This is an optimization exercise on Yosys and OpenROAD, whose aim is small area and a short achievable clock period, not a production implementation. In this exercise RTL edits were held to simulation tests only and were not proved equivalent to the original. Power and IR drop assume default switching activity.

<file path="design/flow/config.mk">
export PLATFORM = sky130hd
export DESIGN_NAME = mips_pipeline
export DESIGN_NICKNAME = mips_pipeline
export VERILOG_FILES = /design/flow/design.v
export SDC_FILE = /design/flow/constraint.sdc
export NUM_CORES = 4
export LEC_CHECK = 0
export CAP_MARGIN = 20
export CORE_MARGIN = 2
export CORE_UTILIZATION = 40
export SLEW_MARGIN = 20
</file>
<file path="design/flow/design.v">
module sign_extend( immed_in, ext_immed_out );
	input[15:0] immed_in;
	output[31:0] ext_immed_out;
	assign ext_immed_out = { {16{immed_in[15]}}, immed_in };
endmodule
module unsign_extend( immed_in, ext_immed_out );
	input[15:0] immed_in;
	output[31:0] ext_immed_out;
	assign ext_immed_out = { 16'd0, immed_in };
endmodule
module mux2( sel, a, b, y );
    parameter bitwidth=32;
    input sel;
    input  [bitwidth-1:0] a, b;
    output [bitwidth-1:0] y;
    assign y = sel ? b : a;
endmodule
module MUX3x1( output_data, signal, alu, hi, lo );
  input [1:0]signal;
  input [31:0]alu, hi, lo;
  output [31:0]output_data;
  assign output_data = ( signal == 2'b00 )?hi:( ( signal == 2'b01 )?lo:alu );
endmodule
module TwoToOneMux(out, sel, in1, in0);
output out;
input sel, in1, in0;
assign out = sel ? in1 : in0 ;
endmodule
module Shifter(out, B, A);
input [0:31]A, B;
output [0:31]out;
wire [0:31]w1, w2, w3, w4;
TwoToOneMux TTOM10(w1[0], B[31], A[1], A[0]);
TwoToOneMux TTOM11(w1[1], B[31], A[2], A[1]);
TwoToOneMux TTOM12(w1[2], B[31], A[3], A[2]);
TwoToOneMux TTOM13(w1[3], B[31], A[4], A[3]);
TwoToOneMux TTOM14(w1[4], B[31], A[5], A[4]);
TwoToOneMux TTOM15(w1[5], B[31], A[6], A[5]);
TwoToOneMux TTOM16(w1[6], B[31], A[7], A[6]);
TwoToOneMux TTOM17(w1[7], B[31], A[8], A[7]);
TwoToOneMux TTOM18(w1[8], B[31], A[9], A[8]);
TwoToOneMux TTOM19(w1[9], B[31], A[10], A[9]);
TwoToOneMux TTOM110(w1[10], B[31], A[11], A[10]);
TwoToOneMux TTOM111(w1[11], B[31], A[12], A[11]);
TwoToOneMux TTOM112(w1[12], B[31], A[13], A[12]);
TwoToOneMux TTOM113(w1[13], B[31], A[14], A[13]);
TwoToOneMux TTOM114(w1[14], B[31], A[15], A[14]);
TwoToOneMux TTOM115(w1[15], B[31], A[16], A[15]);
TwoToOneMux TTOM116(w1[16], B[31], A[17], A[16]);
TwoToOneMux TTOM117(w1[17], B[31], A[18], A[17]);
TwoToOneMux TTOM118(w1[18], B[31], A[19], A[18]);
TwoToOneMux TTOM119(w1[19], B[31], A[20], A[19]);
TwoToOneMux TTOM120(w1[20], B[31], A[21], A[20]);
TwoToOneMux TTOM121(w1[21], B[31], A[22], A[21]);
TwoToOneMux TTOM122(w1[22], B[31], A[23], A[22]);
TwoToOneMux TTOM123(w1[23], B[31], A[24], A[23]);
TwoToOneMux TTOM124(w1[24], B[31], A[25], A[24]);
TwoToOneMux TTOM125(w1[25], B[31], A[26], A[25]);
TwoToOneMux TTOM126(w1[26], B[31], A[27], A[26]);
TwoToOneMux TTOM127(w1[27], B[31], A[28], A[27]);
TwoToOneMux TTOM128(w1[28], B[31], A[29], A[28]);
TwoToOneMux TTOM129(w1[29], B[31], A[30], A[29]);
TwoToOneMux TTOM130(w1[30], B[31], A[31], A[30]);
TwoToOneMux TTOM131(w1[31], B[31], 1'b0, A[31]);
TwoToOneMux TTOM20(w2[0], B[30], w1[2], w1[0]);
TwoToOneMux TTOM21(w2[1], B[30], w1[3], w1[1]);
TwoToOneMux TTOM22(w2[2], B[30], w1[4], w1[2]);
TwoToOneMux TTOM23(w2[3], B[30], w1[5], w1[3]);
TwoToOneMux TTOM24(w2[4], B[30], w1[6], w1[4]);
TwoToOneMux TTOM25(w2[5], B[30], w1[7], w1[5]);
TwoToOneMux TTOM26(w2[6], B[30], w1[8], w1[6]);
TwoToOneMux TTOM27(w2[7], B[30], w1[9], w1[7]);
TwoToOneMux TTOM28(w2[8], B[30], w1[10], w1[8]);
TwoToOneMux TTOM29(w2[9], B[30], w1[11], w1[9]);
TwoToOneMux TTOM210(w2[10], B[30], w1[12], w1[10]);
TwoToOneMux TTOM211(w2[11], B[30], w1[13], w1[11]);
TwoToOneMux TTOM212(w2[12], B[30], w1[14], w1[12]);
TwoToOneMux TTOM213(w2[13], B[30], w1[15], w1[13]);
TwoToOneMux TTOM214(w2[14], B[30], w1[16], w1[14]);
TwoToOneMux TTOM215(w2[15], B[30], w1[17], w1[15]);
TwoToOneMux TTOM216(w2[16], B[30], w1[18], w1[16]);
TwoToOneMux TTOM217(w2[17], B[30], w1[19], w1[17]);
TwoToOneMux TTOM218(w2[18], B[30], w1[20], w1[18]);
TwoToOneMux TTOM219(w2[19], B[30], w1[21], w1[19]);
TwoToOneMux TTOM220(w2[20], B[30], w1[22], w1[20]);
TwoToOneMux TTOM221(w2[21], B[30], w1[23], w1[21]);
TwoToOneMux TTOM222(w2[22], B[30], w1[24], w1[22]);
TwoToOneMux TTOM223(w2[23], B[30], w1[25], w1[23]);
TwoToOneMux TTOM224(w2[24], B[30], w1[26], w1[24]);
TwoToOneMux TTOM225(w2[25], B[30], w1[27], w1[25]);
TwoToOneMux TTOM226(w2[26], B[30], w1[28], w1[26]);
TwoToOneMux TTOM227(w2[27], B[30], w1[29], w1[27]);
TwoToOneMux TTOM228(w2[28], B[30], w1[30], w1[28]);
TwoToOneMux TTOM229(w2[29], B[30], w1[31], w1[29]);
TwoToOneMux TTOM230(w2[30], B[30], 1'b0, w1[30]);
TwoToOneMux TTOM231(w2[31], B[30], 1'b0, w1[31]);
TwoToOneMux TTOM30(w3[0], B[29], w2[4], w2[0]);
TwoToOneMux TTOM31(w3[1], B[29], w2[5], w2[1]);
TwoToOneMux TTOM32(w3[2], B[29], w2[6], w2[2]);
TwoToOneMux TTOM33(w3[3], B[29], w2[7], w2[3]);
TwoToOneMux TTOM34(w3[4], B[29], w2[8], w2[4]);
TwoToOneMux TTOM35(w3[5], B[29], w2[9], w2[5]);
TwoToOneMux TTOM36(w3[6], B[29], w2[10], w2[6]);
TwoToOneMux TTOM37(w3[7], B[29], w2[11], w2[7]);
TwoToOneMux TTOM38(w3[8], B[29], w2[12], w2[8]);
TwoToOneMux TTOM39(w3[9], B[29], w2[13], w2[9]);
TwoToOneMux TTOM310(w3[10], B[29], w2[14], w2[10]);
TwoToOneMux TTOM311(w3[11], B[29], w2[15], w2[11]);
TwoToOneMux TTOM312(w3[12], B[29], w2[16], w2[12]);
TwoToOneMux TTOM313(w3[13], B[29], w2[17], w2[13]);
TwoToOneMux TTOM314(w3[14], B[29], w2[18], w2[14]);
TwoToOneMux TTOM315(w3[15], B[29], w2[19], w2[15]);
TwoToOneMux TTOM316(w3[16], B[29], w2[20], w2[16]);
TwoToOneMux TTOM317(w3[17], B[29], w2[21], w2[17]);
TwoToOneMux TTOM318(w3[18], B[29], w2[22], w2[18]);
TwoToOneMux TTOM319(w3[19], B[29], w2[23], w2[19]);
TwoToOneMux TTOM320(w3[20], B[29], w2[24], w2[20]);
TwoToOneMux TTOM321(w3[21], B[29], w2[25], w2[21]);
TwoToOneMux TTOM322(w3[22], B[29], w2[26], w2[22]);
TwoToOneMux TTOM323(w3[23], B[29], w2[27], w2[23]);
TwoToOneMux TTOM324(w3[24], B[29], w2[28], w2[24]);
TwoToOneMux TTOM325(w3[25], B[29], w2[29], w2[25]);
TwoToOneMux TTOM326(w3[26], B[29], w2[30], w2[26]);
TwoToOneMux TTOM327(w3[27], B[29], w2[31], w2[27]);
TwoToOneMux TTOM328(w3[28], B[29], 1'b0, w2[28]);
TwoToOneMux TTOM329(w3[29], B[29], 1'b0, w2[29]);
TwoToOneMux TTOM330(w3[30], B[29], 1'b0, w2[30]);
TwoToOneMux TTOM331(w3[31], B[29], 1'b0, w2[31]);
TwoToOneMux TTOM40(w4[0], B[28], w3[8], w3[0]);
TwoToOneMux TTOM41(w4[1], B[28], w3[9], w3[1]);
TwoToOneMux TTOM42(w4[2], B[28], w3[10], w3[2]);
TwoToOneMux TTOM43(w4[3], B[28], w3[11], w3[3]);
TwoToOneMux TTOM44(w4[4], B[28], w3[12], w3[4]);
TwoToOneMux TTOM45(w4[5], B[28], w3[13], w3[5]);
TwoToOneMux TTOM46(w4[6], B[28], w3[14], w3[6]);
TwoToOneMux TTOM47(w4[7], B[28], w3[15], w3[7]);
TwoToOneMux TTOM48(w4[8], B[28], w3[16], w3[8]);
TwoToOneMux TTOM49(w4[9], B[28], w3[17], w3[9]);
TwoToOneMux TTOM410(w4[10], B[28], w3[18], w3[10]);
TwoToOneMux TTOM411(w4[11], B[28], w3[19], w3[11]);
TwoToOneMux TTOM412(w4[12], B[28], w3[20], w3[12]);
TwoToOneMux TTOM413(w4[13], B[28], w3[21], w3[13]);
TwoToOneMux TTOM414(w4[14], B[28], w3[22], w3[14]);
TwoToOneMux TTOM415(w4[15], B[28], w3[23], w3[15]);
TwoToOneMux TTOM416(w4[16], B[28], w3[24], w3[16]);
TwoToOneMux TTOM417(w4[17], B[28], w3[25], w3[17]);
TwoToOneMux TTOM418(w4[18], B[28], w3[26], w3[18]);
TwoToOneMux TTOM419(w4[19], B[28], w3[27], w3[19]);
TwoToOneMux TTOM420(w4[20], B[28], w3[28], w3[20]);
TwoToOneMux TTOM421(w4[21], B[28], w3[29], w3[21]);
TwoToOneMux TTOM422(w4[22], B[28], w3[30], w3[22]);
TwoToOneMux TTOM423(w4[23], B[28], w3[31], w3[23]);
TwoToOneMux TTOM424(w4[24], B[28], 1'b0, w3[24]);
TwoToOneMux TTOM425(w4[25], B[28], 1'b0, w3[25]);
TwoToOneMux TTOM426(w4[26], B[28], 1'b0, w3[26]);
TwoToOneMux TTOM427(w4[27], B[28], 1'b0, w3[27]);
TwoToOneMux TTOM428(w4[28], B[28], 1'b0, w3[28]);
TwoToOneMux TTOM429(w4[29], B[28], 1'b0, w3[29]);
TwoToOneMux TTOM430(w4[30], B[28], 1'b0, w3[30]);
TwoToOneMux TTOM431(w4[31], B[28], 1'b0, w3[31]);
TwoToOneMux TTOM50(out[0], B[27], w4[16], w4[0]);
TwoToOneMux TTOM51(out[1], B[27], w4[17], w4[1]);
TwoToOneMux TTOM52(out[2], B[27], w4[18], w4[2]);
TwoToOneMux TTOM53(out[3], B[27], w4[19], w4[3]);
TwoToOneMux TTOM54(out[4], B[27], w4[20], w4[4]);
TwoToOneMux TTOM55(out[5], B[27], w4[21], w4[5]);
TwoToOneMux TTOM56(out[6], B[27], w4[22], w4[6]);
TwoToOneMux TTOM57(out[7], B[27], w4[23], w4[7]);
TwoToOneMux TTOM58(out[8], B[27], w4[24], w4[8]);
TwoToOneMux TTOM59(out[9], B[27], w4[25], w4[9]);
TwoToOneMux TTOM510(out[10], B[27], w4[26], w4[10]);
TwoToOneMux TTOM511(out[11], B[27], w4[27], w4[11]);
TwoToOneMux TTOM512(out[12], B[27], w4[28], w4[12]);
TwoToOneMux TTOM513(out[13], B[27], w4[29], w4[13]);
TwoToOneMux TTOM514(out[14], B[27], w4[30], w4[14]);
TwoToOneMux TTOM515(out[15], B[27], w4[31], w4[15]);
TwoToOneMux TTOM516(out[16], B[27], 1'b0, w4[16]);
TwoToOneMux TTOM517(out[17], B[27], 1'b0, w4[17]);
TwoToOneMux TTOM518(out[18], B[27], 1'b0, w4[18]);
TwoToOneMux TTOM519(out[19], B[27], 1'b0, w4[19]);
TwoToOneMux TTOM520(out[20], B[27], 1'b0, w4[20]);
TwoToOneMux TTOM521(out[21], B[27], 1'b0, w4[21]);
TwoToOneMux TTOM522(out[22], B[27], 1'b0, w4[22]);
TwoToOneMux TTOM523(out[23], B[27], 1'b0, w4[23]);
TwoToOneMux TTOM524(out[24], B[27], 1'b0, w4[24]);
TwoToOneMux TTOM525(out[25], B[27], 1'b0, w4[25]);
TwoToOneMux TTOM526(out[26], B[27], 1'b0, w4[26]);
TwoToOneMux TTOM527(out[27], B[27], 1'b0, w4[27]);
TwoToOneMux TTOM528(out[28], B[27], 1'b0, w4[28]);
TwoToOneMux TTOM529(out[29], B[27], 1'b0, w4[29]);
TwoToOneMux TTOM530(out[30], B[27], 1'b0, w4[30]);
TwoToOneMux TTOM531(out[31], B[27], 1'b0, w4[31]);
endmodule
module	bitFullAdder( Sum, Cout, A, B, Cin );
input A, B, Cin;
output Sum, Cout;
wire Sum, Cout, w1, w2, w3;
xor xor_ABCin( Sum, A, B, Cin );
or or_AB( w1, A, B );
and and_w1Cin( w2, w1, Cin );
and and_AB( w3, A, B );
or or_w2w3( Cout, w2, w3 );
endmodule
module bMUX4x1( output_data, sel, And, Or, Fa, Slt );
  input [2:0]sel;
  input And, Or, Fa, Slt;
  output output_data;
  assign output_data = sel[2]?Slt:( sel[1]?Fa:( sel[0]?Or:And ));
endmodule
module bALU( S, Cout, Set, A, B, Cin, Binv, ctrl, less, MSB );
  input A, B, Cin;
  input [2:0]ctrl;
  input Binv, less, MSB;
  output S, Cout, Set;
  wire Set, Cout, S;
  wire B2FA, andAB_output, orAB_output, FA_output;
  and and_AB( andAB_output, A, B );
  or or_AB( orAB_output, A, B ) ;
  xor xor_BinvB( B2FA, B, Binv );
  bitFullAdder bFA( FA_output, Cout, A, B2FA, Cin );
  and and_MSB( Set, FA_output, MSB );
  bMUX4x1 mux4x1( S, ctrl, andAB_output, orAB_output, FA_output, less );
endmodule
module ALU32( result, zero, dataA, dataB, signal );
	input [31:0]dataA;
	input [31:0]dataB;
	input [2:0]signal;
	output [31:0]result;
	output zero;
	wire Binv, set;
	wire [30:0]tmp;
	wire [31:0]cout;
	assign Binv = ( signal == 3'b011 )? 1'b1 :( signal == 3'b100 )? 1'b1 : 1'b0;
	assign zero = ( result == 32'd0 )? 1'b1 : 1'b0;
	bALU alu0( .S(result[0]), .Cout(cout[0]), .Set(tmp[0]), .A(dataA[0]), .B(dataB[0]), .Cin(Binv), .Binv(Binv), .ctrl(signal), .less(set), .MSB(1'b0));
	bALU alu1( .S(result[1]), .Cout(cout[1]), .Set(tmp[1]), .A(dataA[1]), .B(dataB[1]), .Cin(cout[0]), .Binv(Binv), .ctrl(signal), .less(1'b0), .MSB(1'b0));
	bALU alu2( .S(result[2]), .Cout(cout[2]), .Set(tmp[2]), .A(dataA[2]), .B(dataB[2]), .Cin(cout[1]), .Binv(Binv), .ctrl(signal), .less(1'b0), .MSB(1'b0));
	bALU alu3( .S(result[3]), .Cout(cout[3]), .Set(tmp[3]), .A(dataA[3]), .B(dataB[3]), .Cin(cout[2]), .Binv(Binv), .ctrl(signal), .less(1'b0), .MSB(1'b0));
	bALU alu4( .S(result[4]), .Cout(cout[4]), .Set(tmp[4]), .A(dataA[4]), .B(dataB[4]), .Cin(cout[3]), .Binv(Binv), .ctrl(signal), .less(1'b0), .MSB(1'b0));
	bALU alu5( .S(result[5]), .Cout(cout[5]), .Set(tmp[5]), .A(dataA[5]), .B(dataB[5]), .Cin(cout[4]), .Binv(Binv), .ctrl(signal), .less(1'b0), .MSB(1'b0));
	bALU alu6( .S(result[6]), .Cout(cout[6]), .Set(tmp[6]), .A(dataA[6]), .B(dataB[6]), .Cin(cout[5]), .Binv(Binv), .ctrl(signal), .less(1'b0), .MSB(1'b0));
	bALU alu7( .S(result[7]), .Cout(cout[7]), .Set(tmp[7]), .A(dataA[7]), .B(dataB[7]), .Cin(cout[6]), .Binv(Binv), .ctrl(signal), .less(1'b0), .MSB(1'b0));
	bALU alu8( .S(result[8]), .Cout(cout[8]), .Set(tmp[8]), .A(dataA[8]), .B(dataB[8]), .Cin(cout[7]), .Binv(Binv), .ctrl(signal), .less(1'b0), .MSB(1'b0));
	bALU alu9( .S(result[9]), .Cout(cout[9]), .Set(tmp[9]), .A(dataA[9]), .B(dataB[9]), .Cin(cout[8]), .Binv(Binv), .ctrl(signal), .less(1'b0), .MSB(1'b0));
	bALU alu10( .S(result[10]), .Cout(cout[10]), .Set(tmp[10]), .A(dataA[10]), .B(dataB[10]), .Cin(cout[9]), .Binv(Binv), .ctrl(signal), .less(1'b0), .MSB(1'b0));
	bALU alu11( .S(result[11]), .Cout(cout[11]), .Set(tmp[11]), .A(dataA[11]), .B(dataB[11]), .Cin(cout[10]), .Binv(Binv), .ctrl(signal), .less(1'b0), .MSB(1'b0));
	bALU alu12( .S(result[12]), .Cout(cout[12]), .Set(tmp[12]), .A(dataA[12]), .B(dataB[12]), .Cin(cout[11]), .Binv(Binv), .ctrl(signal), .less(1'b0), .MSB(1'b0));
	bALU alu13( .S(result[13]), .Cout(cout[13]), .Set(tmp[13]), .A(dataA[13]), .B(dataB[13]), .Cin(cout[12]), .Binv(Binv), .ctrl(signal), .less(1'b0), .MSB(1'b0));
	bALU alu14( .S(result[14]), .Cout(cout[14]), .Set(tmp[14]), .A(dataA[14]), .B(dataB[14]), .Cin(cout[13]), .Binv(Binv), .ctrl(signal), .less(1'b0), .MSB(1'b0));
	bALU alu15( .S(result[15]), .Cout(cout[15]), .Set(tmp[15]), .A(dataA[15]), .B(dataB[15]), .Cin(cout[14]), .Binv(Binv), .ctrl(signal), .less(1'b0), .MSB(1'b0));
	bALU alu16( .S(result[16]), .Cout(cout[16]), .Set(tmp[16]), .A(dataA[16]), .B(dataB[16]), .Cin(cout[15]), .Binv(Binv), .ctrl(signal), .less(1'b0), .MSB(1'b0));
	bALU alu17( .S(result[17]), .Cout(cout[17]), .Set(tmp[17]), .A(dataA[17]), .B(dataB[17]), .Cin(cout[16]), .Binv(Binv), .ctrl(signal), .less(1'b0), .MSB(1'b0));
	bALU alu18( .S(result[18]), .Cout(cout[18]), .Set(tmp[18]), .A(dataA[18]), .B(dataB[18]), .Cin(cout[17]), .Binv(Binv), .ctrl(signal), .less(1'b0), .MSB(1'b0));
	bALU alu19( .S(result[19]), .Cout(cout[19]), .Set(tmp[19]), .A(dataA[19]), .B(dataB[19]), .Cin(cout[18]), .Binv(Binv), .ctrl(signal), .less(1'b0), .MSB(1'b0));
	bALU alu20( .S(result[20]), .Cout(cout[20]), .Set(tmp[20]), .A(dataA[20]), .B(dataB[20]), .Cin(cout[19]), .Binv(Binv), .ctrl(signal), .less(1'b0), .MSB(1'b0));
	bALU alu21( .S(result[21]), .Cout(cout[21]), .Set(tmp[21]), .A(dataA[21]), .B(dataB[21]), .Cin(cout[20]), .Binv(Binv), .ctrl(signal), .less(1'b0), .MSB(1'b0));
	bALU alu22( .S(result[22]), .Cout(cout[22]), .Set(tmp[22]), .A(dataA[22]), .B(dataB[22]), .Cin(cout[21]), .Binv(Binv), .ctrl(signal), .less(1'b0), .MSB(1'b0));
	bALU alu23( .S(result[23]), .Cout(cout[23]), .Set(tmp[23]), .A(dataA[23]), .B(dataB[23]), .Cin(cout[22]), .Binv(Binv), .ctrl(signal), .less(1'b0), .MSB(1'b0));
	bALU alu24( .S(result[24]), .Cout(cout[24]), .Set(tmp[24]), .A(dataA[24]), .B(dataB[24]), .Cin(cout[23]), .Binv(Binv), .ctrl(signal), .less(1'b0), .MSB(1'b0));
	bALU alu25( .S(result[25]), .Cout(cout[25]), .Set(tmp[25]), .A(dataA[25]), .B(dataB[25]), .Cin(cout[24]), .Binv(Binv), .ctrl(signal), .less(1'b0), .MSB(1'b0));
	bALU alu26( .S(result[26]), .Cout(cout[26]), .Set(tmp[26]), .A(dataA[26]), .B(dataB[26]), .Cin(cout[25]), .Binv(Binv), .ctrl(signal), .less(1'b0), .MSB(1'b0));
	bALU alu27( .S(result[27]), .Cout(cout[27]), .Set(tmp[27]), .A(dataA[27]), .B(dataB[27]), .Cin(cout[26]), .Binv(Binv), .ctrl(signal), .less(1'b0), .MSB(1'b0));
	bALU alu28( .S(result[28]), .Cout(cout[28]), .Set(tmp[28]), .A(dataA[28]), .B(dataB[28]), .Cin(cout[27]), .Binv(Binv), .ctrl(signal), .less(1'b0), .MSB(1'b0));
	bALU alu29( .S(result[29]), .Cout(cout[29]), .Set(tmp[29]), .A(dataA[29]), .B(dataB[29]), .Cin(cout[28]), .Binv(Binv), .ctrl(signal), .less(1'b0), .MSB(1'b0));
	bALU alu30( .S(result[30]), .Cout(cout[30]), .Set(tmp[30]), .A(dataA[30]), .B(dataB[30]), .Cin(cout[29]), .Binv(Binv), .ctrl(signal), .less(1'b0), .MSB(1'b0));
	bALU alu31( .S(result[31]), .Cout(cout[31]), .Set(set), .A(dataA[31]), .B(dataB[31]), .Cin(cout[30]), .Binv(Binv), .ctrl(signal), .less(1'b0), .MSB(1'b1));
endmodule
module TotalALU( Output, dataA, dataB, signal, Zero, shamt );
	input [31:0] dataA ;
	input [31:0] dataB ;
	input [2:0] signal ;
	input [4:0] shamt ;
	output [31:0] Output ;
	output Zero;
	wire [31:0] ALUOut, ShifterOut, Ex_shamt ;
	assign Ex_shamt = { 27'd0, shamt };
	ALU32 ALU32( .result(ALUOut), .dataA(dataA), .dataB(dataB), .signal(signal), .zero(Zero) );
	Shifter Shifter( .out(ShifterOut), .B(Ex_shamt), .A(dataB) );
	assign Output = ( signal == 3'b101 )? ShifterOut : ALUOut;
endmodule
module add32(a, b, result);
  input [31:0] a, b;
  output [31:0] result;
  assign result = a + b;
endmodule
module reg32 ( clk, rst, en_reg, d_in, d_out );
    input clk, rst, en_reg;
    input[31:0]	d_in;
    output[31:0] d_out;
    reg [31:0] d_out;
    always @( posedge clk ) begin
        if ( rst )
			d_out <= 32'b0;
        else if ( en_reg && d_in != 32'd0 )
			d_out <= d_in;
    end
endmodule
module reg_file( clk, RegWrite, RN1, RN2, WN, WD, RD1, RD2 );
	input clk;
	input RegWrite;
	input[4:0] RN1, RN2, WN;
	input[31:0] WD;
	output[31:0] RD1, RD2;
	reg[31:0] file_array[31:1];
	assign RD1 = ( RN1 == 0 ) ? 32'd0 : file_array[RN1];
	assign RD2 = ( RN2 == 0 ) ? 32'd0 : file_array[RN2];
	always @( posedge clk ) begin
		if ( RegWrite && (WN != 0) )
			file_array[WN] <= WD;
	end
endmodule
module ifid( PCout, InstructionOut, clk, rst, PCin, InstructionIn );
	output reg [31:0] PCout, InstructionOut;
	input[31:0] PCin, InstructionIn;
	input clk, rst;
	always@(posedge clk) begin
		if ( rst ) begin
			PCout <= 32'd0;
			InstructionOut <= 32'd0;
		end
		else begin
			PCout <= PCin;
			InstructionOut <= InstructionIn;
		end
	end
endmodule
module idex(RegWriteO, MemtoRegO, MemReadO, MemWriteO, BranchO, ALUOpO, RegDstO, ALUSrcO, PCO, RD1O, RD2O, EXTNDEDImmO, rtO, rdO, functO, shamtO,
	    RegWriteI, MemtoRegI, MemReadI, MemWriteI, BranchI, ALUOpI, RegDstI, ALUSrcI, PCI, RD1I, RD2I, EXTNDEDImmI, rtI, rdI, functI, shamtI, clk, rst);
	output reg RegWriteO, MemtoRegO, MemReadO, MemWriteO, BranchO, RegDstO, ALUSrcO;
	input RegWriteI, MemtoRegI, MemReadI, MemWriteI, BranchI, RegDstI, ALUSrcI, clk, rst;
	output reg [1:0] ALUOpO;
	input [1:0] ALUOpI;
	output reg [31:0] PCO, RD1O, RD2O, EXTNDEDImmO;
	input [31:0] PCI, RD1I, RD2I, EXTNDEDImmI;
	output reg [4:0] rtO, rdO;
	input [4:0] rtI, rdI;
	output reg [5:0]functO;
	input [5:0]functI;
	output reg [4:0]shamtO;
	input [4:0]shamtI;
	always@(posedge clk) begin
		if ( rst ) begin
			RegWriteO <= 1'b0;
			MemtoRegO <= 1'b0;
			MemReadO <= 1'b0;
			MemWriteO <= 1'b0;
			BranchO <= 1'b0;
			RegDstO <= 1'b0;
			ALUSrcO <= 1'b0;
			ALUOpO <= 2'b0;
			PCO <= 32'd0;
			RD1O <= 32'd0;
			RD2O <= 32'd0;
			EXTNDEDImmO <= 32'd0;
			rtO <= 5'd0;
			rdO <= 5'd0;
			functO <= 6'd0;
			shamtO <= 5'd0;
		end
		else begin
			RegWriteO <= RegWriteI;
			MemtoRegO <= MemtoRegI;
			MemReadO <= MemReadI;
			MemWriteO <= MemWriteI;
			BranchO <= BranchI;
			RegDstO <= RegDstI;
			ALUSrcO <= ALUSrcI;
			ALUOpO <= ALUOpI;
			PCO <= PCI;
			RD1O <= RD1I;
			RD2O <= RD2I;
			EXTNDEDImmO <= EXTNDEDImmI;
			rtO <= rtI;
			rdO <= rdI;
			functO <= functI;
			shamtO <= shamtI;
		end
	end
endmodule
module exmem( RegWriteO, MemtoRegO, MemReadO, MemWriteO, BranchO, PCO, zeroO, ALUtoDataMemAddrO, RD2toDataMemWDO, WNO, jrO, 
	      RegWriteI, MemtoRegI, MemReadI, MemWriteI, BranchI, PCI, zeroI, ALUtoDataMemAddrI, RD2toDataMemWDI, WNI, jrI, clk, rst );
	output reg RegWriteO, MemtoRegO, MemReadO, MemWriteO, BranchO, zeroO;
	input RegWriteI, MemtoRegI, MemReadI, MemWriteI, BranchI, zeroI, clk, rst;
	output reg [31:0] PCO, ALUtoDataMemAddrO, RD2toDataMemWDO;
	input [31:0] PCI, ALUtoDataMemAddrI, RD2toDataMemWDI;
	output reg [4:0] WNO;
	input [4:0] WNI;
	output reg jrO;
	input jrI;
	always@( posedge clk ) begin
		if ( rst ) begin
			RegWriteO <= 1'b0;
			MemtoRegO <= 1'b0;
			MemReadO <= 1'b0;
			MemWriteO <= 1'b0;
			BranchO <= 1'b0;
			zeroO <= 1'b0;
			PCO <= 32'd0;
			ALUtoDataMemAddrO <= 32'd0;
			RD2toDataMemWDO <= 32'd0;
			WNO <= 5'd0;
			jrO <= 1'b0;
		end
		else begin
			RegWriteO <= RegWriteI;
			MemtoRegO <= MemtoRegI;
			MemReadO <= MemReadI;
			MemWriteO <= MemWriteI;
			BranchO <= BranchI;
			zeroO <= zeroI;
			PCO <= PCI;
			ALUtoDataMemAddrO <= ALUtoDataMemAddrI;
			RD2toDataMemWDO <= RD2toDataMemWDI;
			WNO <= WNI;
			jrO <= jrI;
		end
	end
endmodule
module memwb( RegWriteO, MemtoRegO, DataMemRDO, ALUResultO, WNO,
	      RegWriteI, MemtoRegI, DataMemRDI, ALUResultI, WNI, clk, rst );
	output reg RegWriteO, MemtoRegO;
	input RegWriteI, MemtoRegI, clk, rst;
	output reg [31:0] DataMemRDO, ALUResultO;
	input [31:0] DataMemRDI, ALUResultI;
	output reg [4:0] WNO;
	input [4:0] WNI;
	always@(posedge clk) begin
		if ( rst ) begin
			RegWriteO <= 1'b0;
			MemtoRegO <= 1'b0;
			DataMemRDO <= 32'd0;
			ALUResultO <= 32'd0;
			WNO <= 5'd0;
		end
		else begin
			RegWriteO <= RegWriteI;
			MemtoRegO <= MemtoRegI;
			DataMemRDO <= DataMemRDI;
			ALUResultO <= ALUResultI;
			WNO <= WNI;
		end
	end
endmodule
module control_single( RegDst, ALUOP, ALUSrc, Branch, MemRead, MemWrite, Regwrite, MemToReg, Jump, opcode, Sign ) ;
    input [5:0]opcode ;
    output reg RegDst, ALUSrc, Branch, MemRead, MemWrite, Regwrite, MemToReg, Jump, Sign ;
	output reg [1:0]ALUOP ;
    parameter R_FORMAT = 6'd0 ;
    parameter LW = 6'd35 ;
    parameter SW = 6'd43 ;
    parameter BEQ = 6'd4 ;
	parameter J = 6'd2 ;
	parameter ANDI = 6'd12;
    always @( opcode ) begin
        case ( opcode )
          R_FORMAT : 
          begin
              RegDst = 1'b1 ; ALUOP = 2'b10 ; ALUSrc = 1'b0; Branch = 1'b0 ; Sign = 1'b1;
              MemRead = 1'b0 ; MemWrite = 1'b0 ; Regwrite = 1'b1 ; MemToReg = 1'b0 ; Jump = 1'b0 ;
          end
          LW :
          begin
              RegDst = 1'b0 ; ALUOP = 2'b00 ; ALUSrc = 1'b1 ; Branch = 1'b0 ; Sign = 1'b1;
              MemRead = 1'b1 ; MemWrite = 1'b0 ; Regwrite = 1'b1 ; MemToReg = 1'b1 ; Jump = 1'b0 ;
          end
          SW :
          begin
              RegDst = 1'b0 ; ALUOP = 2'b00 ; ALUSrc = 1'b1 ; Branch = 1'b0 ; Sign = 1'b1;
              MemRead = 1'b0 ; MemWrite = 1'b1 ; Regwrite = 1'b0 ; MemToReg = 1'b0 ; Jump = 1'b0 ;
          end
          BEQ :
          begin
              RegDst = 1'b0 ; ALUOP = 2'b01 ; ALUSrc = 1'b0 ; Branch = 1'b1 ; Sign = 1'b1;
              MemRead = 1'b0 ; MemWrite = 1'b0 ; Regwrite = 1'b0 ; MemToReg = 1'b0 ; Jump = 1'b0 ;
          end
          J :
          begin
              RegDst = 1'b0 ; ALUOP = 2'b00 ; ALUSrc = 1'b0 ; Branch = 1'b0 ; Sign = 1'b1;
              MemRead = 1'b0 ; MemWrite = 1'b0 ; Regwrite = 1'b0 ; MemToReg = 1'b0 ; Jump = 1'b1 ;
          end
          ANDI :
          begin
              RegDst = 1'b0 ; ALUOP = 2'b11 ; ALUSrc = 1'b1 ; Branch = 1'b0 ; Sign = 1'b0;
              MemRead = 1'b0 ; MemWrite = 1'b0 ; Regwrite = 1'b1 ; MemToReg = 1'b0 ; Jump = 1'b0 ;
          end
          default
          begin
              RegDst = 1'b0 ; ALUOP = 2'b00 ; ALUSrc = 1'b0 ; Branch = 1'b0 ; Sign = 1'b1;
              MemRead = 1'b0 ; MemWrite = 1'b0 ; Regwrite = 1'b0 ; MemToReg = 1'b0 ; Jump = 1'b0 ;
          end
        endcase
    end
endmodule
module alu_ctl(ALUOp, Funct, ALUOperation, JumpReg, DIVOperation, HILOOperation);
    input [1:0] ALUOp;
    input [5:0] Funct;
    output [2:0] ALUOperation;
	output [1:0] HILOOperation;
	output DIVOperation;
	output JumpReg;
	reg		DIVOperation;
	reg	   [1:0]HILOOperation;
	reg		JumpReg;
    reg    [2:0] ALUOperation;
	parameter F_sll = 6'd0;
	parameter F_jr = 6'd8;
    parameter F_add = 6'd32;
    parameter F_sub = 6'd34;
    parameter F_and = 6'd36;
    parameter F_or  = 6'd37;
    parameter F_slt = 6'd42;
	parameter F_divu = 6'd27;
	parameter F_mfhi = 6'd16;
	parameter F_mflo = 6'd18;
    parameter ALU_and = 3'b000;
    parameter ALU_or  = 3'b001;
	parameter ALU_add = 3'b010;
    parameter ALU_sub = 3'b011;
    parameter ALU_slt = 3'b100;
	parameter ALU_sll = 3'b101;
    always @(ALUOp or Funct)
    begin
        case (ALUOp) 
            2'b00 : ALUOperation = ALU_add;
            2'b01 : ALUOperation = ALU_sub;
			2'b11 : ALUOperation = ALU_and;  
            2'b10 : case (Funct) 
                        F_add : ALUOperation = ALU_add;
                        F_sub : ALUOperation = ALU_sub;
                        F_and : ALUOperation = ALU_and;
                        F_or  : ALUOperation = ALU_or;
                        F_slt : ALUOperation = ALU_slt;
						F_sll : ALUOperation = ALU_sll;
						F_jr : ALUOperation = ALU_add;
                        default ALUOperation = ALU_and;
                    endcase
            default ALUOperation = ALU_and;
        endcase
		if( ALUOp == 2'b10 && Funct == F_divu )
			DIVOperation = 1'b1;
		else
			DIVOperation = 1'b0;
		if( ALUOp == 2'b10 && Funct == F_mfhi )
			HILOOperation = 2'b00;
		else if( ALUOp == 2'b10 && Funct == F_mflo )
			HILOOperation = 2'b01;
		else
			HILOOperation = 2'b10;
		if( ALUOp == 2'b10 && Funct == F_jr ) 
			JumpReg = 1'b1;
		else
			JumpReg = 1'b0;
    end
endmodule
module divider( Divout, Done, Diviend, Divsor, Signal, reset, clk ) ;
input [31:0]Diviend ;
input [31:0]Divsor ;
input Signal ;
input reset ;
input clk ;
output [63:0]Divout ;
output Done ;
reg [63:0]DIVR ;
reg [63:0]REM ;
reg [31:0]QUOT ;
reg [5:0]counter ;
reg busy ;
wire [63:0] divr_cur = Signal ? { Divsor, 32'b0 } : DIVR ;
wire [63:0] rem_cur  = Signal ? { 32'b0, Diviend } : REM ;
wire [31:0] quot_cur = Signal ? 32'b0 : QUOT ;
wire [5:0]  cnt_cur  = Signal ? 6'd0 : counter ;
wire [64:0] diff = { 1'b0, rem_cur } - { 1'b0, divr_cur } ;
wire ge = ~diff[64] ;
wire [63:0] rem_nxt = ge ? diff[63:0] : rem_cur ;
wire [31:0] quot_nxt = { quot_cur[30:0], ge } ;
wire active = Signal | busy ;
assign Done = active && ( cnt_cur == 6'd32 ) ;
assign Divout = { rem_nxt[31:0], quot_nxt } ;
always@( posedge clk )
 begin
  if ( reset )
  begin
    DIVR <= 64'b0 ;
    REM <= 64'b0 ;
    QUOT <= 32'b0 ;
	counter <= 6'b000000 ;
    busy <= 1'b0 ;
  end
  else if ( active )
  begin
    DIVR <= divr_cur >> 1 ;
    REM <= rem_nxt ;
    QUOT <= quot_nxt ;
    counter <= cnt_cur + 6'd1 ;
    busy <= ( cnt_cur != 6'd32 ) ;
  end
end
endmodule
module hilo( HI, LO, Divans, load, reset, clk ) ;
input [63:0]Divans ;
input load ;
input reset ;
input clk ;
reg [63:0]HILO ;
output [31:0]HI ;
output [31:0]LO ;
always@( posedge clk )
begin
  if ( reset )
    HILO <= 64'b0 ;
  else if ( load )
    HILO <= Divans ;
end
assign HI = HILO[63:32] ;
assign LO = HILO[31:0] ;
endmodule
module mips_pipeline( clk, rst, imem_addr, imem_rdata, dmem_addr, dmem_wdata, dmem_we, dmem_re, dmem_rdata, wb_we, wb_wn, wb_wd );
	input clk, rst;
	output [31:0] imem_addr;
	input  [31:0] imem_rdata;
	output [31:0] dmem_addr, dmem_wdata;
	output dmem_we, dmem_re;
	input  [31:0] dmem_rdata;
	output wb_we;
	output [4:0] wb_wn;
	output [31:0] wb_wd;
	wire[31:0] IF_instr, ID_instr;
	wire [5:0] ID_opcode, ID_funct, EX_funct;
    wire [4:0] ID_rs, ID_rt, ID_rd, ID_shamt, EX_shamt,  EX_rt, EX_rd;
    wire [15:0] ID_immed;
    wire [31:0] sign_ext_imm, unsign_ext_imm, ID_extend_immed, EX_extend_immed, b_offset;
    wire [25:0] jumpoffset;
    wire [4:0] EX_rfile_wn, MEM_rfile_wn, WB_rfile_wn;
    wire [31:0] ID_rfile_rd1, EX_rfile_rd1, ID_rfile_rd2, EX_rfile_rd2, MEM_rfile_rd2, WB_rfile_wd, EX_alu_b, EX_alu_out, MEM_alu_out, WB_alu_out, pc_next,
                pc, MEM_dmem_rdata, WB_dmem_rdata,  jump_addr, branch_addr;
	wire [31:0] IF_pc_incr, jr_pc_incr, ID_pc_incr, EX_pc_incr, EX_b_tgt, MEM_b_tgt;
	wire [31:0] HI_MUX, LO_MUX, ALU_MUX;
    wire ID_RegWrite, EX_RegWrite, MEM_RegWrite, WB_RegWrite, ID_Branch, EX_Branch, MEM_Branch,  PCSrc, ID_RegDst, EX_RegDst, ID_MemtoReg, EX_MemtoReg, MEM_MemtoReg, WB_MemtoReg;
	wire ID_MemRead, EX_MemRead, MEM_MemRead, ID_MemWrite, EX_MemWrite, MEM_MemWrite, ID_ALUSrc, EX_ALUSrc, EX_Zero, MEM_Zero, Jump, ID_sign, EX_jr, MEM_jr;
    wire [1:0] ID_ALUOp, EX_ALUOp;
    wire [2:0] Operation;
	wire DIVOp, DivDone;
	wire [1:0]HILOOp;
	wire [63:0] DivAns ;
    assign ID_opcode = ID_instr[31:26];
    assign ID_rs = ID_instr[25:21];
    assign ID_rt = ID_instr[20:16];
    assign ID_rd = ID_instr[15:11];
    assign ID_shamt = ID_instr[10:6];
    assign ID_funct = ID_instr[5:0];
    assign ID_immed = ID_instr[15:0];
    assign jumpoffset = ID_instr[25:0];
    assign b_offset = ( EX_extend_immed + 32'd3 ) << 2;
	assign jump_addr = { IF_pc_incr[31:28], jumpoffset << 2 };
	assign imem_addr = pc;
	assign IF_instr = imem_rdata;
	assign dmem_addr = MEM_alu_out;
	assign dmem_wdata = MEM_rfile_rd2;
	assign dmem_we = MEM_MemWrite;
	assign dmem_re = MEM_MemRead;
	assign MEM_dmem_rdata = dmem_rdata;
	assign wb_we = WB_RegWrite && ( WB_rfile_wn != 5'd0 );
	assign wb_wn = WB_rfile_wn;
	assign wb_wd = WB_rfile_wd;
	reg32 PC( .clk(clk), .rst(rst), .en_reg(1'b1), .d_in(pc_next), .d_out(pc) );
	ifid IFID( .PCout(ID_pc_incr), .InstructionOut(ID_instr), .clk(clk), .rst(rst), .PCin(IF_pc_incr), .InstructionIn(IF_instr) );
	idex IDEX( 	.RegWriteO(EX_RegWrite), .MemtoRegO(EX_MemtoReg), .MemReadO(EX_MemRead), .MemWriteO(EX_MemWrite), .BranchO(EX_Branch), .ALUOpO(EX_ALUOp), .RegDstO(EX_RegDst), .ALUSrcO(EX_ALUSrc),
				.PCO(EX_pc_incr), .RD1O(EX_rfile_rd1), .RD2O(EX_rfile_rd2), .EXTNDEDImmO(EX_extend_immed), .rtO(EX_rt), .rdO(EX_rd), .functO(EX_funct), .shamtO(EX_shamt), 
				.RegWriteI(ID_RegWrite), .MemtoRegI(ID_MemtoReg), .MemReadI(ID_MemRead), .MemWriteI(ID_MemWrite), .BranchI(ID_Branch), .ALUOpI(ID_ALUOp), .RegDstI(ID_RegDst), .ALUSrcI(ID_ALUSrc), 
				.PCI(ID_pc_incr), .RD1I(ID_rfile_rd1), .RD2I(ID_rfile_rd2), .EXTNDEDImmI(ID_extend_immed), .rtI(ID_rt), .rdI(ID_rd), .functI(ID_funct), .shamtI(ID_shamt), .clk(clk), .rst(rst) );
	exmem EXMEM( 	.RegWriteO(MEM_RegWrite), .MemtoRegO(MEM_MemtoReg), .MemReadO(MEM_MemRead), .MemWriteO(MEM_MemWrite), .BranchO(MEM_Branch), .PCO(MEM_b_tgt), .jrO(MEM_jr),  
					.zeroO(MEM_Zero), .ALUtoDataMemAddrO(MEM_alu_out), .RD2toDataMemWDO(MEM_rfile_rd2), .WNO(MEM_rfile_wn), 
					.RegWriteI(EX_RegWrite), .MemtoRegI(EX_MemtoReg), .MemReadI(EX_MemRead), .MemWriteI(EX_MemWrite), .BranchI(EX_Branch), .PCI(EX_b_tgt), .jrI(EX_jr), 
					.zeroI(EX_Zero), .ALUtoDataMemAddrI(EX_alu_out), .RD2toDataMemWDI(EX_rfile_rd2), .WNI(EX_rfile_wn), .clk(clk), .rst(rst) );
	memwb MEMWB( 	.RegWriteO(WB_RegWrite), .MemtoRegO(WB_MemtoReg), .DataMemRDO(WB_dmem_rdata), .ALUResultO(WB_alu_out), .WNO(WB_rfile_wn),
					.RegWriteI(MEM_RegWrite), .MemtoRegI(MEM_MemtoReg), .DataMemRDI(MEM_dmem_rdata), .ALUResultI(MEM_alu_out), .WNI(MEM_rfile_wn), .clk(clk), .rst(rst) );
	sign_extend SignExt( .immed_in(ID_immed), .ext_immed_out(sign_ext_imm) );
	unsign_extend UnSignExt( .immed_in(ID_immed), .ext_immed_out(unsign_ext_imm) );
	add32 PCADD( .a(pc), .b(32'd4), .result(IF_pc_incr) );
    add32 BRADD( .a(EX_pc_incr), .b(b_offset), .result(EX_b_tgt) );
    TotalALU ALU( .signal(Operation), .dataA(EX_rfile_rd1), .dataB(EX_alu_b), .Output(ALU_MUX), .Zero(EX_Zero), .shamt(EX_shamt) );
    divider DIVIDER( .Divout(DivAns), .Done(DivDone), .Diviend(EX_rfile_rd1), .Divsor(EX_alu_b), .Signal(DIVOp), .reset(rst), .clk(clk) );
    hilo HILO( .HI(HI_MUX), .LO(LO_MUX), .Divans(DivAns), .load(DivDone), .reset(rst), .clk(clk) );
	MUX3x1 ALU_HI_LO_MUX( .output_data(EX_alu_out), .signal(HILOOp), .alu(ALU_MUX), .hi(HI_MUX), .lo(LO_MUX) );
    and BR_AND(PCSrc, MEM_Branch, MEM_Zero);
    mux2 #(5) RFMUX( .sel(EX_RegDst), .a(EX_rt), .b(EX_rd), .y(EX_rfile_wn) );
	mux2 #(32) EXTMUX( .sel(ID_sign), .a(unsign_ext_imm), .b(sign_ext_imm), .y(ID_extend_immed) ) ;
    mux2 #(32) PCMUX( .sel(PCSrc), .a(jr_pc_incr), .b(MEM_b_tgt), .y(branch_addr) );
	mux2 #(32) JRMUX( .sel(MEM_jr), .a(IF_pc_incr), .b(MEM_alu_out), .y(jr_pc_incr) ); 
	mux2 #(32) JMUX( .sel(Jump), .a(branch_addr), .b(jump_addr), .y(pc_next) );
    mux2 #(32) ALUMUX( .sel(EX_ALUSrc), .a(EX_rfile_rd2), .b(EX_extend_immed), .y(EX_alu_b) );
    mux2 #(32) WRMUX( .sel(WB_MemtoReg), .a(WB_alu_out), .b(WB_dmem_rdata), .y(WB_rfile_wd) );
    control_single CTL(.opcode(ID_opcode), .RegDst(ID_RegDst), .ALUSrc(ID_ALUSrc), .MemToReg(ID_MemtoReg), 
                       .Regwrite(ID_RegWrite), .MemRead(ID_MemRead), .MemWrite(ID_MemWrite), .Branch(ID_Branch), 
                       .Jump(Jump), .ALUOP(ID_ALUOp), .Sign(ID_sign));
    alu_ctl ALUCTL( .ALUOp(EX_ALUOp), .Funct(EX_funct), .ALUOperation(Operation), .JumpReg(EX_jr), .DIVOperation(DIVOp), .HILOOperation(HILOOp) );
	reg_file RegFile( .clk(clk), .RegWrite(WB_RegWrite), .RN1(ID_rs), .RN2(ID_rt), .WN(WB_rfile_wn), 
					  .WD(WB_rfile_wd), .RD1(ID_rfile_rd1), .RD2(ID_rfile_rd2) );
endmodule
</file>
<file path="design/flow/constraint.sdc">
create_clock -name core_clock -period 14.5 [get_ports {clk}]
set_input_delay 2.9000 -clock core_clock [delete_from_list [all_inputs] [get_ports {clk}]]
set_output_delay 2.9000 -clock core_clock [all_outputs]
set_load 0.01 [all_outputs]
</file>
<file path="design/flow/run.sh">
#!/bin/bash
# synth_recipe.tcl (not shown) runs the flow's synth.tcl, then flattens the netlist and writes it again
# the make line also repeats each setting of config.mk as NAME=value (left out here)
make -C /OpenROAD-flow-scripts/flow DESIGN_CONFIG=/design/flow/config.mk WORK_HOME=/design/flow/orfs CLKGATE_MAP_FILE= SYNTH_SCRIPT=/design/flow/synth_recipe.tcl finish
</file>
==> results by group <==
Clock network
  • Clock transition at the registers of the reported paths: 0.06 ns
  • Later-pin clock latency in the skew report: between 0.8 and 0.9 ns
  • Clock Path Buffers: 3
  • CTS Sinks: between 1.5k and 2k
  • TritonCTS Buffers: about 180
  • Htree depth: 4
  • Hold-fix buffers, CTS: 0
  • TritonCTS clock tree: yes
  • Root Driver: clkbuf_16

Floorplanning
  • Die ar.: about 200000 um^2
  • Initial core utilization: between 40% and 50%
  • Die Height: between 400 and 500 um
  • Core ar.: 194000 um^2
  • IO Count: roughly 200
  • Rows: ~160
  • Die Wd: between 400 and 500 um

GRT
  • Gr ovfl total: 0
  • Total GRT Usage: about a quarter
  • Initial antenna violation count: 17
  • First-pass GRT wire length: 382 mm
  • Largest net degree at the start of global routing: between 100 and 150
  • Vias in the first global route: 52.8k

STA
  • Min Hold Slack: roughly 0.42 ns
  • Final Critical Period: about 14 ns
  • Worst-Margin Slew: between 1 and 1.5 ns
  • Final period util: between 90 and 100%
  • Fin. Hold Viols: 0
  • Maximum clock rate: 0.0711 GHz
  • Fin Setup TNS: 0 ns
  • Layout Skew: ~0.044 ns
  • Final slew viol count: 0
  • Final setup viols: 0
  • Worst rel slew slack: approximately a quarter

Status
  • Run status: finished clean

Drt
  • DR vias: 54.1k
  • Remaining DRCs: 0
  • Via/cell ratio: roughly 6
  • DR iter-0 viols: ~5.7k
  • Antenna Nets Post-Route: 0
  • Drt pass-1 iters: 8
  • WL/cell: between 20 and 30 um
  • Total Wirelength: between 200 and 300 mm

Logic synthesis
  • Yosys reg bits: 1621
  • Synth Flop Type: edfxtp_1
  • Post-synthesis cell count: just over 6k
  • Synth cell count leaders: edfxtp_1, dfxtp_1, nor2_1, mux4_2, nand2_1
  • Post-Syn Area per Cell: about 13 um^2
  • Yosys top cell area share: between 30% and 40%
  • Dominant cell by count in the synthesized netlist: edfxtp_1
  • Yosys top cell by area: edfxtp_1
  • Synth area leaders: edfxtp_1, dfxtp_1, mux4_2
  • Synthesized net count: approximately 6.4k
  • Cell Area, Synth: between 70000 and 80000 um^2
  • Synth unique cells: 92
  • Synth warn: 10
  • Register area share after synthesis: a little over half
  • Async set-reset flop share out of synthesis: 0%
  • Post-synth EDFFs: 992

Min path
  • HP Class: reg -> reg
  • Hold Path Stages: 1

Critical path
  • Worst Setup SP: IDEX.functO[1]
  • CP Capture Point: EXMEM.ALUtoDataMemAddrO[0]
  • WP data arrival: between 10 and 15 ns
  • Reg2reg end: EXMEM.ALUtoDataMemAddrO[0]
  • Critical path's largest stage delay: roughly 0.43 ns
  • CP max stage cell: fa_2
  • Reg2reg start: IDEX.functO[1]
  • Reg2reg setup slack: ~0.44 ns
  • CP required: between 15 and 20 ns
  • Crit end category: register
  • Critical Path Start Type: register
  • CP dominant cell by count: fa_2
  • Worst Path Max Fanout: 6
  • Setup Crit Path Kind: reg -> reg
  • R2R depth: 50

Placement
  • Routability Congestion: 0.944
  • Placed cells: roughly 8.6k
  • PortBufs: 201
  • DP HPWL: roughly 170 mm

Pwr
  • P_leak: about 0.030 uW
  • P per Cell Area: 121 nW/um^2
  • VDD IR-drop max: between 0.0001 and 0.00015 V

Layout
  • Layout cells sized above 1: around 17%
  • Fillers: ~17k
  • Final cell count without fillers: between 8k and 9k
  • Fin nets: roughly 6.5k
  • Area growth syn-to-layout: 13.7%

Job
  • Max cap viols: 0
## worst max-delay path: cells and delay by family (launching register included)
family	cells	cell delay, ns
AND/OR/NAND/NOR	3	0.21
buffers and inverters	6	0.47
AO/OA/AOI/OAI	4	0.84
multiplexers	2	0.47
adder cells (fa/ha/maj)	31	11.00
XOR/XNOR	4	0.57
flip-flops	1	0.34
## routing by layer
metal  vias to the layer above  share of wire (%)  global-route usage [%]
met3                       516                7.8                    4.44
met4                         4                5.4                    13.5
met2                      2420                 47                    42.4
met5                         -              0.010                       0
li1                      23600                  -                       -
met1                     27600                 40                    35.0
## how the worst min path moves through the flow
stage	start	end	slack, ns
global placement	IFID.PCout[1]	IDEX.PCO[1]	0.42
global route	IFID.PCout[18]	IDEX.PCO[18]	0.44
CTS	IFID.PCout[18]	IDEX.PCO[18]	0.43
floorplan	IDEX.RD2O[30]	EXMEM.RD2toDataMemWDO[30]	0.41
detailed placement	IFID.PCout[18]	IDEX.PCO[18]	0.42
finish	IFID.PCout[18]	IDEX.PCO[18]	0.42
## sequential cells by signal, indices dropped and copies added (netlist names), 63 cells and up
register / count
DIVIDER.DIVR: 63
DIVIDER.REM: 64
HILO.HILO: 64
RegFile.file_array: 992
## layout make-up
class | instances | area, um^2 | share of cell area, %
Clock buffer | 249 | 4910 | 5.52
Multi-Input combinational cell | 4028 | 34000 | 38.3
Tap cell | 2542 | 3180 | 3.58
Sequential cell | 1621 | 42400 | 47.8
Timing Repair Buffer | 364 | 3270 | 3.68
Antenna cell | 8 | 20.0 | 0.0225
Inverter | 66 | 248 | 0.279
Clock inverter | 70 | 767 | 0.864
## cell families after synthesis
| kind of cell | Yosys count | synth area share (%) |
|---|---|---|
| compound gates | 1160 | 9.56 |
| xor+xnor | 148 | 1.66 |
| fa+ha+maj | 136 | 2.48 |
| buf+inv | 520 | 2.68 |
| flops | 1621 | 54.3 |
| simple gates | 1629 | 9.56 |
| mux | 955 | 19.8 |
## where the power goes
group	leakage [uW]	internal (uW)	total [uW]	switching (uW)
registers	0.0143	5020	5150	136
logic	0.0133	443	1150	705
clock network	0.00276	2530	4460	1930
total	0.0303	7990	10800	2770
## cell usage in the layout, fill, tap and decap left out, types with 200 or more instances in the layout
| cell | netlist | final |
|---|---|---|
| a21oi_1 | 394 | 394 |
| clkdlybuf4s50_1 | 0 | 200 |
| mux4_2 | 463 | 463 |
| dfxtp_1 | 629 | 613 |
| nand2_1 | 447 | 446 |
| mux2i_1 | 429 | 428 |
| nor2b_1 | 203 | 202 |
| edfxtp_1 | 992 | 992 |
| nor2_1 | 609 | 576 |
| o21ai_0 | 223 | 220 |
## through the flow
| stage | utilization, % | setup WS [ns] | total power [uW] | area, um^2 |
|---|---|---|---|---|
| after CTS | 45.7 | 0.00180 | 10800 | 88800 |
| after floorplan | - | 0.0312 | 5820 | 78100 |
| after global placement | 42.7 | -0.327 | 6370 | 83100 |
| after global routing | 45.7 | -0.00226 | 11100 | 88800 |
| after detailed placement | 42.7 | -0.371 | 6380 | 83100 |
| final | 45.7 | 0.441 | 10800 | 88800 |
## what timing repair did
action,CTS,global route
hold endpoints to repair,0,0
gates cloned,0,0
pin swaps,0,10
endpoints found under the setup margin,2,2
buffers inserted,0,1
gates resized for setup,9,11

==> re-timing with driven ports <==
Ports are ideal in the flow. The routed layout listed here was re-timed in OpenROAD. Step 1 assumes that a clkbuf_16 drives the clock port and a buf_2 every other input. Step 2, shift: input delay + t, output delay - t, t = (earliest + latest rising clock arrival at the registers) / 2. This alone moves slack from input paths to output paths. a / b / c = ideal / step 1 / step 2; a / b = the first two.
shift t [ns]: 0.909
slack for setup (ns): 0.441 / 0.441 / 0.441
hold slack, ns: 0.424 / 0.424 / 0.424
clock arrival spread, ns: 0.052 / 0.052
worst slew at a driven data input, ns: 0.14
After both steps this run still meets setup and hold. The setup slack of this run moves by 0.000 ns with the drivers and by 0.000 ns with both steps.
